Context: an optimization exercise on an open-source flow, tuned for small area, a short achievable clock period and few clock cycles. The choices shown serve that exercise and are no tape-out recipe.
Function was checked by simulation only, so behaviour that the tests miss may differ from the original.
Power is estimated from default activity; no workload was simulated.

== job 101 ==
// crossbar
module crossbar (
	input clk,                                        
	input reset,                                      
	input  master_0_req,				  
	output master_0_ack,                              
	input  master_0_cmd,				  
	output master_0_resp,                             
	input  [31:0] master_0_addr,                      
	input  [31:0] master_0_wdata,                     
	output [31:0] master_0_rdata,                     
	input  master_1_req,				
	output master_1_ack,
	input  master_1_cmd,				
	output master_1_resp,
	input  [31:0] master_1_addr,
	input  [31:0] master_1_wdata,
	output [31:0] master_1_rdata,
	input  master_2_req,
	output master_2_ack,
	input  master_2_cmd,
	output master_2_resp,
	input  [31:0] master_2_addr,
	input  [31:0] master_2_wdata,
	output [31:0] master_2_rdata,
	input  master_3_req,
	output master_3_ack,
	input  master_3_cmd,
	output master_3_resp,
	input  [31:0] master_3_addr,
	input  [31:0] master_3_wdata,
	output [31:0] master_3_rdata,
	output slave_0_req,
	input  slave_0_ack,
	output slave_0_cmd,
	input  slave_0_resp,
	input  [31:0] slave_0_rdata,
	output [31:0] slave_0_wdata,
	output [31:0] slave_0_addr,
	output slave_1_req,
	input  slave_1_ack,
	output slave_1_cmd,
	input  slave_1_resp,
	input  [31:0] slave_1_rdata,
	output [31:0] slave_1_wdata,
	output [31:0] slave_1_addr,
	output slave_2_req,
	input  slave_2_ack,
	output slave_2_cmd,
	input  slave_2_resp,
	input  [31:0] slave_2_rdata,
	output [31:0] slave_2_wdata,
	output [31:0] slave_2_addr,
	output slave_3_req,
	input  slave_3_ack,
	output slave_3_cmd,
	input  slave_3_resp,
	input  [31:0] slave_3_rdata,
	output [31:0] slave_3_wdata,
	output [31:0] slave_3_addr
	);
Size in the first run: ~1,300 cells after synthesis, about 8800 um2 of cells after synthesis.
==> flow/config.mk <==
export PLATFORM = sky130hd
export DESIGN_NAME = crossbar
export DESIGN_NICKNAME = crossbar
export VERILOG_FILES = /design/flow/design.v
export SDC_FILE = /design/flow/constraint.sdc
export NUM_CORES = 4
export LEC_CHECK = 0
export CAP_MARGIN = 20
export CELL_PAD_IN_SITES_DETAIL_PLACEMENT = 1
export CORE_AREA = 5 5 295 295
export CTS_BUF_LIST = sky130_fd_sc_hd__clkbuf_4 sky130_fd_sc_hd__clkbuf_8
export DIE_AREA = 0 0 300 300
export PLACE_DENSITY = 0.35
export SETUP_SLACK_MARGIN = 1.75
export SLEW_MARGIN = 20
export SYNTH_HIERARCHICAL = 1
export SYNTH_MINIMUM_KEEP_SIZE = 0
==> flow/constraint.sdc <==
create_clock -name core_clock -period 6.0 [get_ports {clk}]
set_input_delay 1.2000 -clock core_clock [delete_from_list [all_inputs] [get_ports {clk}]]
set_output_delay 1.2000 -clock core_clock [all_outputs]
set_load 0.01 [all_outputs]
standard.sh (not shown) runs the stock make flow with config.mk's settings and CLKGATE_MAP_FILE= SYNTH_SCRIPT=/design/flow/synth_recipe.tcl, a recipe that flattens the netlist after the stock synthesis.
==> flow/flow/run.sh <==
#!/bin/bash
# Standard ORFS layout; the only change is the cell used for the port
# buffers (a plain buffer instead of the delay cell buffer_ports picks).
set -euo pipefail
BUF=${PORT_BUF:-sky130_fd_sc_hd__buf_1}
bash standard.sh "BUFFER_PORTS_ARGS=-buffer_cell $BUF" finish > flow_make.log 2>&1
Testbench counts of job 101, summed over its fixed seeds: cycles 3,369.
#### Input delta (job 102 over job 101)
- SETUP_SLACK_MARGIN changed from 1.75 to 1.5
- CELL_PAD_IN_SITES_DETAIL_PLACEMENT changed from 1 to 0
==> comparison <==
Power dissipated by switching net loads in job 102 is 0.000086 W below job 101.
Job 102 vs. job 101: minimum setup slack in the final design saw a decrease; fraction of power consumed by the clock network saw an increase; mean number of vias per cell saw a decrease; non-clock inverter instance count of the final layout saw a decrease.
Compared to job 101, the router laid down less metal wire for job 102.
Job 102 and job 101 ended up with roughly the same fraction of area in clock buffers and inverters.
Pin slew with the least headroom to its limit in job 102 is 0.039 ns lower than in job 101
Job 102 and job 101 ended up with nearly the same synthesized area per cell.
Count of plain and timing-repair buffers: job 102 < job 101
The sequential share of layout area reported for job 102 is greater than that of job 101 by 0.19 points.

The RTL this note starts from:
==> flow/design.v <==
module arbiter (
	input        clk,
	input        reset,
	input  [3:0] req,
	input        ack,           
	output [3:0] gnt
	);
	reg  [1:0] last;            
	wire [3:0] e = 4'b0001 << last;
	genvar m;
	generate
	  for (m = 0; m < 4; m = m + 1) begin : gm
	    wire p1 = ~e[(m + 3) % 4];
	    wire p2 = e[m] | e[(m + 1) % 4];
	    wire p3 = e[m];
	    assign gnt[m] = req[m] & ~((req[(m + 3) % 4] & p1) |
	                               (req[(m + 2) % 4] & p2) |
	                               (req[(m + 1) % 4] & p3));
	  end
	endgenerate
	always @(posedge clk) begin
	  if (reset)
	    last <= 2'd3;
	  else if (ack && |req)
	    last <= {gnt[3] | gnt[2], gnt[3] | gnt[1]};
	end
endmodule
module crossbar (
	input clk,                                        
	input reset,                                      
	input  master_0_req,				  
	output master_0_ack,                              
	input  master_0_cmd,				  
	output master_0_resp,                             
	input  [31:0] master_0_addr,                      
	input  [31:0] master_0_wdata,                     
	output [31:0] master_0_rdata,                     
	input  master_1_req,				
	output master_1_ack,
	input  master_1_cmd,				
	output master_1_resp,
	input  [31:0] master_1_addr,
	input  [31:0] master_1_wdata,
	output [31:0] master_1_rdata,
	input  master_2_req,
	output master_2_ack,
	input  master_2_cmd,
	output master_2_resp,
	input  [31:0] master_2_addr,
	input  [31:0] master_2_wdata,
	output [31:0] master_2_rdata,
	input  master_3_req,
	output master_3_ack,
	input  master_3_cmd,
	output master_3_resp,
	input  [31:0] master_3_addr,
	input  [31:0] master_3_wdata,
	output [31:0] master_3_rdata,
	output slave_0_req,
	input  slave_0_ack,
	output slave_0_cmd,
	input  slave_0_resp,
	input  [31:0] slave_0_rdata,
	output [31:0] slave_0_wdata,
	output [31:0] slave_0_addr,
	output slave_1_req,
	input  slave_1_ack,
	output slave_1_cmd,
	input  slave_1_resp,
	input  [31:0] slave_1_rdata,
	output [31:0] slave_1_wdata,
	output [31:0] slave_1_addr,
	output slave_2_req,
	input  slave_2_ack,
	output slave_2_cmd,
	input  slave_2_resp,
	input  [31:0] slave_2_rdata,
	output [31:0] slave_2_wdata,
	output [31:0] slave_2_addr,
	output slave_3_req,
	input  slave_3_ack,
	output slave_3_cmd,
	input  slave_3_resp,
	input  [31:0] slave_3_rdata,
	output [31:0] slave_3_wdata,
	output [31:0] slave_3_addr
	);
	wire [3:0]  m_req   = {master_3_req, master_2_req, master_1_req, master_0_req};
	wire [3:0]  m_cmd   = {master_3_cmd, master_2_cmd, master_1_cmd, master_0_cmd};
	wire [31:0] m_addr [0:3];
	wire [31:0] m_wdata[0:3];
	assign m_addr[0] = master_0_addr;  assign m_wdata[0] = master_0_wdata;
	assign m_addr[1] = master_1_addr;  assign m_wdata[1] = master_1_wdata;
	assign m_addr[2] = master_2_addr;  assign m_wdata[2] = master_2_wdata;
	assign m_addr[3] = master_3_addr;  assign m_wdata[3] = master_3_wdata;
	wire [3:0]  s_ack   = {slave_3_ack, slave_2_ack, slave_1_ack, slave_0_ack};
	wire [3:0]  s_resp  = {slave_3_resp, slave_2_resp, slave_1_resp, slave_0_resp};
	wire [31:0] s_rdata[0:3];
	assign s_rdata[0] = slave_0_rdata;
	assign s_rdata[1] = slave_1_rdata;
	assign s_rdata[2] = slave_2_rdata;
	assign s_rdata[3] = slave_3_rdata;
	wire [3:0] sel [0:3];
	genvar s, m, b;
	generate
	  for (m = 0; m < 4; m = m + 1) begin : md
	    assign sel[m] = 4'b0001 << m_addr[m][31:30];
	  end
	endgenerate
	wire [3:0] r [0:3];
	wire [3:0] g [0:3];
	generate
	  for (s = 0; s < 4; s = s + 1) begin : sl
	    for (m = 0; m < 4; m = m + 1) begin : ms
	      assign r[s][m] = m_req[m] & sel[m][s];
	    end
	    arbiter arb (
	      .clk(clk), .reset(reset),
	      .req(r[s]), .ack(s_ack[s]), .gnt(g[s])
	    );
	  end
	endgenerate
	wire [3:0]  sl_req, sl_cmd;
	wire [31:0] sl_addr [0:3];
	wire [31:0] sl_wdata[0:3];
	generate
	  for (s = 0; s < 4; s = s + 1) begin : so
	    assign sl_req[s] = |r[s];
	    assign sl_cmd[s] = |(g[s] & m_cmd);
	    assign sl_addr[s][31:30] = sl_req[s] ? s : 2'b00;
	    for (b = 0; b < 30; b = b + 1) begin : ab
	      andor4 u (.g(g[s]), .d({m_addr[3][b], m_addr[2][b], m_addr[1][b], m_addr[0][b]}), .y(sl_addr[s][b]));
	    end
	    for (b = 0; b < 32; b = b + 1) begin : wb
	      andor4 u (.g(g[s]), .d({m_wdata[3][b], m_wdata[2][b], m_wdata[1][b], m_wdata[0][b]}), .y(sl_wdata[s][b]));
	    end
	  end
	endgenerate
	assign slave_0_req = sl_req[0]; assign slave_0_cmd = sl_cmd[0];
	assign slave_1_req = sl_req[1]; assign slave_1_cmd = sl_cmd[1];
	assign slave_2_req = sl_req[2]; assign slave_2_cmd = sl_cmd[2];
	assign slave_3_req = sl_req[3]; assign slave_3_cmd = sl_cmd[3];
	assign slave_0_addr = sl_addr[0]; assign slave_0_wdata = sl_wdata[0];
	assign slave_1_addr = sl_addr[1]; assign slave_1_wdata = sl_wdata[1];
	assign slave_2_addr = sl_addr[2]; assign slave_2_wdata = sl_wdata[2];
	assign slave_3_addr = sl_addr[3]; assign slave_3_wdata = sl_wdata[3];
	wire [3:0] m_ack;
	generate
	  for (m = 0; m < 4; m = m + 1) begin : ma
	    assign m_ack[m] = (g[0][m] & s_ack[0]) | (g[1][m] & s_ack[1])
	                    | (g[2][m] & s_ack[2]) | (g[3][m] & s_ack[3]);
	  end
	endgenerate
	assign master_0_ack = m_ack[0];
	assign master_1_ack = m_ack[1];
	assign master_2_ack = m_ack[2];
	assign master_3_ack = m_ack[3];
	reg  [3:0]  rpend;
	wire [3:0]  rv   [0:3];
	wire [31:0] m_rdata[0:3];
	always @(posedge clk) begin
	  if (reset)
	    rpend <= 4'b0000;
	  else
	    rpend <= m_ack & ~m_cmd;
	end
	generate
	  for (m = 0; m < 4; m = m + 1) begin : mr
	    assign rv[m] = sel[m] & s_resp & {4{rpend[m]}};
	    for (b = 0; b < 32; b = b + 1) begin : rb
	      andor4 u (.g(rv[m]), .d({s_rdata[3][b], s_rdata[2][b], s_rdata[1][b], s_rdata[0][b]}), .y(m_rdata[m][b]));
	    end
	  end
	endgenerate
	assign master_0_resp = |rv[0]; assign master_0_rdata = m_rdata[0];
	assign master_1_resp = |rv[1]; assign master_1_rdata = m_rdata[1];
	assign master_2_resp = |rv[2]; assign master_2_rdata = m_rdata[2];
	assign master_3_resp = |rv[3]; assign master_3_rdata = m_rdata[3];
endmodule
module andor4 (
	input  [3:0] g,
	input  [3:0] d,
	output       y
	);
	assign y = |(g & d);
endmodule
export LEC_CHECK = 0
export CAP_MARGIN = 0
export CELL_PAD_IN_SITES_DETAIL_PLACEMENT = 1
export CORE_AREA = 5 5 295 295
export CTS_BUF_LIST = sky130_fd_sc_hd__clkbuf_4 sky130_fd_sc_hd__clkbuf_8
export DIE_AREA = 0 0 300 300
export PLACE_DENSITY = 0.35
export SETUP_SLACK_MARGIN = 1.5
export SLEW_MARGIN = 0
export SYNTH_HIERARCHICAL = 1
export SYNTH_MINIMUM_KEEP_SIZE = 0
create_clock -name core_clock -period 6.0 [get_ports {clk}]
Scripts as last shown in full above: flow/flow/run.sh
The first run finished with timing, DRC and antenna clean.
Testbench counts at the start, summed over its fixed seeds: cycles 3,369.
Next try:
--- a/flow/config.mk
+++ b/flow/config.mk
@@ -6,5 +6,5 @@
 export NUM_CORES = 4
 export LEC_CHECK = 0
-export CAP_MARGIN = 0
+export CAP_MARGIN = 20
 export CELL_PAD_IN_SITES_DETAIL_PLACEMENT = 1
 export CORE_AREA = 5 5 295 295
@@ -13,5 +13,5 @@
 export PLACE_DENSITY = 0.35
 export SETUP_SLACK_MARGIN = 1.5
-export SLEW_MARGIN = 0
+export SLEW_MARGIN = 20
 export SYNTH_HIERARCHICAL = 1
 export SYNTH_MINIMUM_KEEP_SIZE = 0
What happened:
- critical path depth stays the same
- power does not change
- combinational power hardly moves
- die area is unchanged
- final cell count does not change
- area after synthesis stays the same

-- what the ideal ports hide --
How much do the figures lean on ideal ports? The routed layouts below were timed once more, with nothing changed but the port constraints.
Step 1, drivers: a clkbuf_16 drives clk and a buf_2 each remaining input, both assumed.
Step 2, shift: input delay + t, output delay - t, t = (earliest + latest rising clock arrival at the registers) / 2. This alone moves slack from input paths to output paths.
Slacks: ideal / step 1 / step 2; pairs: ideal / step 1.
run	shift t [ns]	setup slack, ns	worst setup path at the end	pins driven straight from the clock port
job 101	0.292	1.736 / 1.656 / 1.656	input to output	1
job 102	0.260	1.543 / 1.460 / 1.460	input to output	1
the first run of note 2	0.267	1.552 / 1.451 / 1.451	input to output	1
the second run of note 2	0.267	1.552 / 1.451 / 1.451	input to output	1
After both steps every run listed still meets setup and hold.
